This design comes from an exercise in tuning for small area on the open sky130 flow, not from production work.
The RTL was checked by simulation tests, not by an equivalence proof against the original design.
Power figures rest on the tool's default switching activity, not on a simulated workload. No driver is modelled on the clock port, so clocking that relies on it looks cheaper here than on a real chip.

## run 1
==> module fifo_16_1024_ft, before the edit <==
module fifo_16_1024_ft
  (
   input wire        clk,
   input wire        srst,
   input wire [13:0] din,
   input wire        wr_en,
   input wire        rd_en,
   output wire [13:0] dout,
   output wire       valid
   );
    localparam DEPTH_LOG2 = 4;
    reg [13:0] mem [0:(1<<DEPTH_LOG2)-1];
    reg [DEPTH_LOG2:0] wp;
    reg [DEPTH_LOG2:0] rp;
    wire empty = (wp == rp);
    wire full = (wp[DEPTH_LOG2] != rp[DEPTH_LOG2]) &&
                (wp[DEPTH_LOG2-1:0] == rp[DEPTH_LOG2-1:0]);
    assign valid = ~empty;
    assign dout = mem[rp[DEPTH_LOG2-1:0]];
    always @(posedge clk) begin
	if(wr_en == 1'b1 && full == 1'b0) begin
	    mem[wp[DEPTH_LOG2-1:0]] <= din;
	end
    end
    always @(posedge clk) begin
	if(srst == 1'b1) begin
	    wp <= 0;
	    rp <= 0;
	end else begin
	    if(wr_en == 1'b1 && full == 1'b0) begin
		wp <= wp + 1'b1;
	    end
	    if(rd_en == 1'b1 && empty == 1'b0) begin
		rp <= rp + 1'b1;
	    end
	end
    end
endmodule  
==> module cmac_usplus_emitter, before the edit <==
module cmac_usplus_emitter
  (
   input wire clk,
   input wire reset,
   input wire din_valid,
   input wire din_sop,
   input wire din_eop,
   input wire [5:0] din_mty,
   output wire dout_kick,
   output wire [13:0] dout_bytes,
   input wire cmac_busy,
   input wire cmac_done,
   input wire cmac_tx_rdy
   );
    reg [7:0] beats;
    reg       dout_ready;
    always @(posedge clk) begin
	if(din_valid == 1'b1)
	    beats <= din_sop ? 8'd1 : beats + 8'd1;
    end
    always @(posedge clk) begin
	if(reset == 1'b1)
	    dout_ready <= 1'b0;
	else
	    dout_ready <= din_valid & din_eop;
    end
    reg fifo_rd;
    wire [13:0] fifo_q;
    wire fifo_valid;
    fifo_16_1024_ft fifo_i(.clk(clk),
			   .srst(reset),
			   .din({beats, 6'd0} - {8'd0, din_mty}),
			   .wr_en(dout_ready),
			   .rd_en(fifo_rd),
			   .dout(fifo_q),
			   .valid(fifo_valid));
    reg kick_reg, wait_done;
    reg [13:0] bytes_reg;
    assign dout_kick = kick_reg;
    assign dout_bytes = bytes_reg;
    wire start = !kick_reg && !wait_done && fifo_valid && cmac_tx_rdy;
    always @(posedge clk) begin
	if(start == 1'b1)
	    bytes_reg <= fifo_q;
    end
    always @(posedge clk) begin
	if(reset == 1'b1) begin
	    kick_reg <= 1'b0;
	    wait_done <= 1'b0;
	    fifo_rd <= 1'b0;
	end else begin
	    fifo_rd <= start;
	    if(start == 1'b1)
		kick_reg <= 1'b1;
	    else if(kick_reg == 1'b1 && cmac_busy == 1'b1) begin
		kick_reg <= 1'b0;
		wait_done <= 1'b1;
	    end else if(wait_done == 1'b1 && cmac_done == 1'b1)
		wait_done <= 1'b0;
	end
    end
endmodule  
clock: 4.0 ns
lec_check: 0
cap_margin: 20
core_margin: 2
core_utilization: 60
slew_margin: 20
standard.sh (not shown) runs the stock make flow with config.mk's settings and CLKGATE_MAP_FILE= SYNTH_SCRIPT=/design/flow/synth_recipe.tcl, a recipe that flattens the netlist after the stock synthesis.
==> flow/flow/run.sh <==
#!/bin/bash
# Standard ORFS layout (standard.sh: the standard flow's synthesis, floorplan, power grid
# and tap cells unchanged), with two changes to how the layout is built:
#  - port buffers are buf_1 cells instead of the default clkdlybuf4s50_1
#  - clock tree synthesis inserts no dummy loads and clusters more sinks
#    per clkbuf_16 leaf buffer
set -euo pipefail
cd "$(dirname "$0")/.."
bash standard.sh \
  "BUFFER_PORTS_ARGS=-buffer_cell sky130_fd_sc_hd__buf_1" \
  "CTS_ARGS=-sink_clustering_enable -repair_clock_nets -dont_use_dummy_load -buf_list sky130_fd_sc_hd__clkbuf_16 -sink_clustering_size 30 -sink_clustering_max_diameter 80" \
  finish > flow_standard.log 2>&1
Run 1 completed; timing, DRC and antenna clean
diff inputs: run 1 => run 2
--- a/flow/design.v
+++ b/flow/design.v
@@ -3,38 +3,38 @@
   (
    input wire        clk,
    input wire        srst,
    input wire [13:0] din,
-   input wire        wr_en,
+   input wire        wr_en_next,
    input wire        rd_en,
    output wire [13:0] dout,
    output wire       valid
    );
-    localparam DEPTH_LOG2 = 4;
-    reg [13:0] mem [0:(1<<DEPTH_LOG2)-1];
-    reg [DEPTH_LOG2:0] wp;
-    reg [DEPTH_LOG2:0] rp;
-    wire empty = (wp == rp);
-    wire full = (wp[DEPTH_LOG2] != rp[DEPTH_LOG2]) &&
-                (wp[DEPTH_LOG2-1:0] == rp[DEPTH_LOG2-1:0]);
+    reg [13:0] mem [0:15];
+    reg [4:0]  count;
+    reg        wr, keep;
+    wire empty = (count == 5'd0);
+    wire rd = rd_en & ~empty;
+    wire [4:0] count_next = count + {4'd0, wr} - {4'd0, rd};
+    wire wr_next = wr_en_next & (count_next != 5'd16);
     assign valid = ~empty;
-    assign dout = mem[rp[DEPTH_LOG2-1:0]];
-    always @(posedge clk) begin
-	if(wr_en == 1'b1 && full == 1'b0) begin
-	    mem[wp[DEPTH_LOG2-1:0]] <= din;
-	end
+    wire [3:0] head = count[3:0] - 4'd1;
+    assign dout = mem[head];
+    integer i;
+    always @(posedge clk) begin
+	mem[0] <= ({14{wr}} & din) | ({14{keep}} & mem[0]);
+	for(i = 1; i < 16; i = i + 1)
+	    mem[i] <= ({14{wr}} & mem[i-1]) | ({14{keep}} & mem[i]);
     end
     always @(posedge clk) begin
 	if(srst == 1'b1) begin
-	    wp <= 0;
-	    rp <= 0;
-	end else begin
-	    if(wr_en == 1'b1 && full == 1'b0) begin
-		wp <= wp + 1'b1;
-	    end
-	    if(rd_en == 1'b1 && empty == 1'b0) begin
-		rp <= rp + 1'b1;
-	    end
+	    count <= 5'd0;
+	    wr <= 1'b0;
+	    keep <= 1'b1;
+	end else begin
+	    count <= count_next;
+	    wr <= wr_next;
+	    keep <= ~wr_next;
 	end
     end
 endmodule  
 `default_nettype wire
@@ -53,26 +53,19 @@
    input wire cmac_done,
    input wire cmac_tx_rdy
    );
     reg [7:0] beats;
-    reg       dout_ready;
     always @(posedge clk) begin
 	if(din_valid == 1'b1)
 	    beats <= din_sop ? 8'd1 : beats + 8'd1;
-    end
-    always @(posedge clk) begin
-	if(reset == 1'b1)
-	    dout_ready <= 1'b0;
-	else
-	    dout_ready <= din_valid & din_eop;
     end
     reg fifo_rd;
     wire [13:0] fifo_q;
     wire fifo_valid;
     fifo_16_1024_ft fifo_i(.clk(clk),
 			   .srst(reset),
 			   .din({beats, 6'd0} - {8'd0, din_mty}),
-			   .wr_en(dout_ready),
+			   .wr_en_next(din_valid & din_eop),
 			   .rd_en(fifo_rd),
 			   .dout(fifo_q),
 			   .valid(fifo_valid));
     reg kick_reg, wait_done;
--- outcome ---
Logic gate share of total power: run 2 and run 1 compared, lower one is run 1
Cmp run 2 and run 1 / number of enable-type register cells in the synthesized netlist / higher: run 1
Measured against each other, run 2 and run 1 differ in per-cell via count in the routed design, the lower figure coming from run 1.
Comparing run 1 against run 2, there is no change at all in maximum root-to-sink buffer count.
The adder and majority gate portion of the synthesized area of run 2 and that of run 1 are within noise of each other.
Comparing run 2 and run 1, the lower global-route wire length before repair is on run 1.
Per the comparison of run 2 with run 1, per-cell routed wire length lower; multiplexer share of the synthesized area shows a reduction of 1.8 points; synthesized cell count grew by 11%.
Comparing run 1 with run 2, the proportion of final cell area spent on non-clock buffers came out essentially unchanged.
Run 2 vs run 1: height of the die down in run 2


Setup of pepper:
Another version of the RTL of ether_echo (not shown whole).
Size: roughly 3900 cells after synthesis, roughly 1800 flip-flops, ~1100 I/O pins, roughly 52000 um2 of cells after synthesis.
==> module ether_echo, before the edit <==
module ether_echo
  (
   input wire         clk,
   input wire         reset,
   input wire [127:0] rx_dataout0,
   input wire [127:0] rx_dataout1,
   input wire [127:0] rx_dataout2,
   input wire [127:0] rx_dataout3,
   input wire         rx_enaout0,
   input wire         rx_sopout0,
   input wire         rx_eopout0,
   input wire         rx_eopout1,
   input wire         rx_eopout2,
   input wire         rx_eopout3,
   input wire [3:0]   rx_mtyout0,
   input wire [3:0]   rx_mtyout1,
   input wire [3:0]   rx_mtyout2,
   input wire [3:0]   rx_mtyout3,
   output reg  [511:0] send_data,
   output reg          send_valid,
   output reg          send_sop,
   output reg          send_eop,
   output wire [7:0]   send_mty,
   output wire         tx_kick,
   output wire [13:0]  tx_bytes,
   input wire          cmac_busy,
   input wire          cmac_done,
   input wire          cmac_tx_rdy
   );
    localparam [15:0] APP_KEY = 16'h3434;
    wire [5:0] recv_mty = rx_eopout3 == 1'b1 ? {2'd0, rx_mtyout3}
	       : rx_eopout2 == 1'b1 ? {2'd1, rx_mtyout2}
	       : rx_eopout1 == 1'b1 ? {2'd2, rx_mtyout1}
	       : rx_eopout0 == 1'b1 ? {2'd3, rx_mtyout0}
               : 6'd0;
    wire recv_eop = rx_eopout0 | rx_eopout1 | rx_eopout2 | rx_eopout3;
    wire [511:0] recv_data = {rx_dataout0, rx_dataout1, rx_dataout2, rx_dataout3};
    reg in_frame;
    wire first = !in_frame && rx_enaout0 && rx_sopout0 && recv_data[415:400] == APP_KEY;
    wire acc = first || (in_frame && rx_enaout0);
    wire in_frame_next = (first && !recv_eop) || (in_frame && !(rx_enaout0 && recv_eop));
    always @(posedge clk) begin
	if(reset == 1'b1)
	    in_frame <= 1'b0;
	else
	    in_frame <= in_frame_next;
    end
    reg [511:0] din_q;
    reg         acc_q, first_q, last_q, single_q;
    reg [5:0]   mty_q;
    always @(posedge clk) begin
	din_q <= recv_data;
	mty_q <= recv_mty;
	first_q <= first;
	last_q <= recv_eop;
    end
    reg [511:0] hold_q;
    reg         hold_load, hold_keep, hold_load_first, hold_load_rest;
    reg         pend, hold_first, hold_last;
    reg [5:0]   hold_mty;
    wire hold_load_next = acc && !(first && recv_eop);
    always @(posedge clk) begin
	if(reset == 1'b1) begin
	    acc_q <= 1'b0;
	    single_q <= 1'b0;
	    hold_load <= 1'b0;
	    hold_load_first <= 1'b0;
	    hold_load_rest <= 1'b0;
	    hold_keep <= 1'b0;
	end else begin
	    acc_q <= acc;
	    single_q <= first && recv_eop;
	    hold_load <= hold_load_next;
	    hold_load_first <= hold_load_next && first;
	    hold_load_rest <= hold_load_next && !first;
	    hold_keep <= !hold_load_next && !(hold_load && last_q);
	end
    end
    wire [511:0] din_swapped = {din_q[463:416], din_q[511:464], din_q[415:0]};
    wire flush = !acc_q && pend && hold_last;
    always @(posedge clk) begin
	hold_q[511:416] <= ({96{hold_load_first}} & din_swapped[511:416])
			   | ({96{hold_load_rest}} & din_q[511:416])
			   | ({96{hold_keep}} & hold_q[511:416]);
	hold_q[415:0] <= ({416{hold_load}} & din_q[415:0]) | ({416{hold_keep}} & hold_q[415:0]);
    end
    always @(posedge clk) begin
	if(acc_q == 1'b1) begin
	    hold_first <= first_q;
	    hold_last <= last_q;
	end
	if(acc_q == 1'b1 && last_q == 1'b1)
	    hold_mty <= mty_q;
    end
    always @(posedge clk) begin
	if(reset == 1'b1)
	    pend <= 1'b0;
	else if(acc_q == 1'b1)
	    pend <= !single_q;
	else if(flush == 1'b1)
	    pend <= 1'b0;
    end
    assign send_mty = {2'd0, hold_mty};
    always @(posedge clk) begin
	send_data <= ({512{single_q}} & din_swapped) | hold_q;
	send_sop <= single_q | hold_first;
	send_eop <= single_q | flush;
    end
    always @(posedge clk) begin
	if(reset == 1'b1)
	    send_valid <= 1'b0;
	else
	    send_valid <= single_q || flush || (acc_q && pend);
    end
    cmac_usplus_emitter cmac_usplus_emitter_i
      (
       .clk(clk),
       .reset(reset),
       .din_valid(send_valid),
       .din_sop(send_sop),
       .din_eop(send_eop),
       .din_mty(hold_mty),
       .dout_kick(tx_kick),
       .dout_bytes(tx_bytes),
       .cmac_busy(cmac_busy),
       .cmac_done(cmac_done),
       .cmac_tx_rdy(cmac_tx_rdy)
       );
endmodule  
==> flow/config.mk <==
export PLATFORM = sky130hd
export DESIGN_NAME = ether_echo
export DESIGN_NICKNAME = ether_echo
export VERILOG_FILES = /design/flow/design.v
export SDC_FILE = /design/flow/constraint.sdc
export NUM_CORES = 4
export LEC_CHECK = 0
export CAP_MARGIN = 20
export CORE_MARGIN = 2
export CORE_UTILIZATION = 55
export SLEW_MARGIN = 20
==> flow/constraint.sdc <==
create_clock -name core_clock -period 4.0 [get_ports {clk}]
set_input_delay 0.8000 -clock core_clock [delete_from_list [all_inputs] [get_ports {clk}]]
set_output_delay 0.8000 -clock core_clock [all_outputs]
set_load 0.01 [all_outputs]
Scripts as last shown in full above: flow/flow/run.sh
Edits applied to the flow inputs when going from pepper to lagoon:
-- flow/design.v --
<<< pepper, line 134
    wire recv_eop = rx_eopout0 | rx_eopout1 | rx_eopout2 | rx_eopout3;
    wire [511:0] recv_data = {rx_dataout0, rx_dataout1, rx_dataout2, rx_dataout3};
    reg in_frame;
    wire first = !in_frame && rx_enaout0 && rx_sopout0 && recv_data[415:400] == APP_KEY;
    wire acc = first || (in_frame && rx_enaout0);
    wire in_frame_next = (first && !recv_eop) || (in_frame && !(rx_enaout0 && recv_eop));
    always @(posedge clk) begin
	if(reset == 1'b1)
	    in_frame <= 1'b0;
	else
	    in_frame <= in_frame_next;
    end
    reg [511:0] din_q;
    reg         acc_q, first_q, last_q, single_q;
    reg [5:0]   mty_q;
    always @(posedge clk) begin
	din_q <= recv_data;
	mty_q <= recv_mty;
	first_q <= first;
>>> lagoon, line 134
    wire recv_eop = rx_eopout0 | rx_eopout1 | rx_eopout2 | rx_eopout3;
    wire [511:0] recv_data = {rx_dataout0, rx_dataout1, rx_dataout2, rx_dataout3};
    reg in_frame, idle;
    wire first = !in_frame && rx_enaout0 && rx_sopout0 && recv_data[415:400] == APP_KEY;
    wire acc = first || (in_frame && rx_enaout0);
    wire in_frame_next = (first && !recv_eop) || (in_frame && !(rx_enaout0 && recv_eop));
    always @(posedge clk) begin
	if(reset == 1'b1) begin
	    in_frame <= 1'b0;
	    idle <= 1'b1;
	end else begin
	    in_frame <= in_frame_next;
	    idle <= !in_frame_next;
	end
    end
    reg [511:0] din_q;
    reg         acc_q, first_q, last_q, single_q;
    reg [5:0]   mty_q;
    wire [95:0] recv_macs = recv_data[511:416];
    wire [95:0] recv_swapped = {recv_macs[47:0], recv_macs[95:48]};
    always @(posedge clk) begin
	din_q[511:416] <= ({96{idle}} & recv_swapped) | ({96{in_frame}} & recv_macs);
	din_q[415:0] <= recv_data[415:0];
	mty_q <= recv_mty;
	first_q <= first;
<<< pepper, line 154
    end
    reg [511:0] hold_q;
    reg         hold_load, hold_keep, hold_load_first, hold_load_rest;
    reg         pend, hold_first, hold_last;
    reg [5:0]   hold_mty;
>>> lagoon, line 160
    end
    reg [511:0] hold_q;
    reg         hold_load, hold_keep;
    reg         pend, hold_first, hold_last;
    reg [5:0]   hold_mty;
<<< pepper, line 163
	    single_q <= 1'b0;
	    hold_load <= 1'b0;
	    hold_load_first <= 1'b0;
	    hold_load_rest <= 1'b0;
	    hold_keep <= 1'b0;
	end else begin
>>> lagoon, line 169
	    single_q <= 1'b0;
	    hold_load <= 1'b0;
	    hold_keep <= 1'b0;
	end else begin
<<< pepper, line 170
	    single_q <= first && recv_eop;
	    hold_load <= hold_load_next;
	    hold_load_first <= hold_load_next && first;
	    hold_load_rest <= hold_load_next && !first;
	    hold_keep <= !hold_load_next && !(hold_load && last_q);
	end
    end
    wire [511:0] din_swapped = {din_q[463:416], din_q[511:464], din_q[415:0]};
    wire flush = !acc_q && pend && hold_last;
    always @(posedge clk) begin
	hold_q[511:416] <= ({96{hold_load_first}} & din_swapped[511:416])
			   | ({96{hold_load_rest}} & din_q[511:416])
			   | ({96{hold_keep}} & hold_q[511:416]);
	hold_q[415:0] <= ({416{hold_load}} & din_q[415:0]) | ({416{hold_keep}} & hold_q[415:0]);
    end
    always @(posedge clk) begin
>>> lagoon, line 174
	    single_q <= first && recv_eop;
	    hold_load <= hold_load_next;
	    hold_keep <= !hold_load_next && !(hold_load && last_q);
	end
    end
    wire flush = !acc_q && pend && hold_last;
    always @(posedge clk) begin
	hold_q <= ({512{hold_load}} & din_q) | ({512{hold_keep}} & hold_q);
    end
    always @(posedge clk) begin
<<< pepper, line 201
    assign send_mty = {2'd0, hold_mty};
    always @(posedge clk) begin
	send_data <= ({512{single_q}} & din_swapped) | hold_q;
	send_sop <= single_q | hold_first;
	send_eop <= single_q | flush;
>>> lagoon, line 199
    assign send_mty = {2'd0, hold_mty};
    always @(posedge clk) begin
	send_data <= ({512{single_q}} & din_q) | hold_q;
	send_sop <= single_q | hold_first;
	send_eop <= single_q | flush;
==> comparison <==
- Between lagoon and pepper, the share of final layout cell area taken by non-clock buffers does not differ in any meaningful way.
- The cell at the slowest stage of the critical path comes out nand2_1 in one run and xnor2_4 in the other, namely in pepper and lagoon respectively.
- lagoon against pepper; synthesized cell count is up slightly.
- lagoon | stages: all done | timing, DRC, antenna: all pass
- pepper | stages: all done | timing, DRC, antenna: all pass
- pepper ended up with cmac_usplus_emitter_i.fifo_i.count[2] as its launching instance or port of the critical path; lagoon ended up with cmac_usplus_emitter_i.fifo_i.count[1].
- Diff pepper and lagoon: share of layout cells above drive strength 1 lower in pepper
- Diff pepper -> lagoon: number of multi-input logic gates rose about 6%; overall power of the completed layout about even; portion of total power attributed to sequential cells about even.
- As of lagoon, maximum ir drop on the vdd rail had risen by a little under 10% compared to pepper.

[afterwards: timing with drivers on the ports]
The flow's constraints put no driver on any port. The routed layouts listed below were extracted and timed again, unchanged, in two steps.
Step 1: set_driving_cell puts a clkbuf_16 on clk and a buf_2 on each other input, an assumption about the parent block.
Step 2 moves the port delays by t, midway between the first and last clock arrival at a register: inputs arrive t later, outputs are due t later. That takes back most of the time a late clock gives input paths.
a / b / c = ideal ports / drivers / drivers and shift; a / b = the first two.
| run | shift t [ns] | slack for setup (ns) | worst setup path after step 2 | clock arrival spread, ns |
|---|---|---|---|---|
| run 1 | 0.716 | 1.148 / 1.148 / 1.148 | register to register | 0.072 / 0.071 |
| run 2 | 0.713 | 0.791 / 0.791 / 0.791 | register to register | 0.067 / 0.067 |
| pepper | 0.722 | 0.585 / 0.585 / 0.585 | register to register | 0.061 / 0.061 |
| lagoon | 0.731 | 0.701 / 0.701 / 0.701 | register to register | 0.048 / 0.048 |
After both steps every run listed still meets setup and hold.
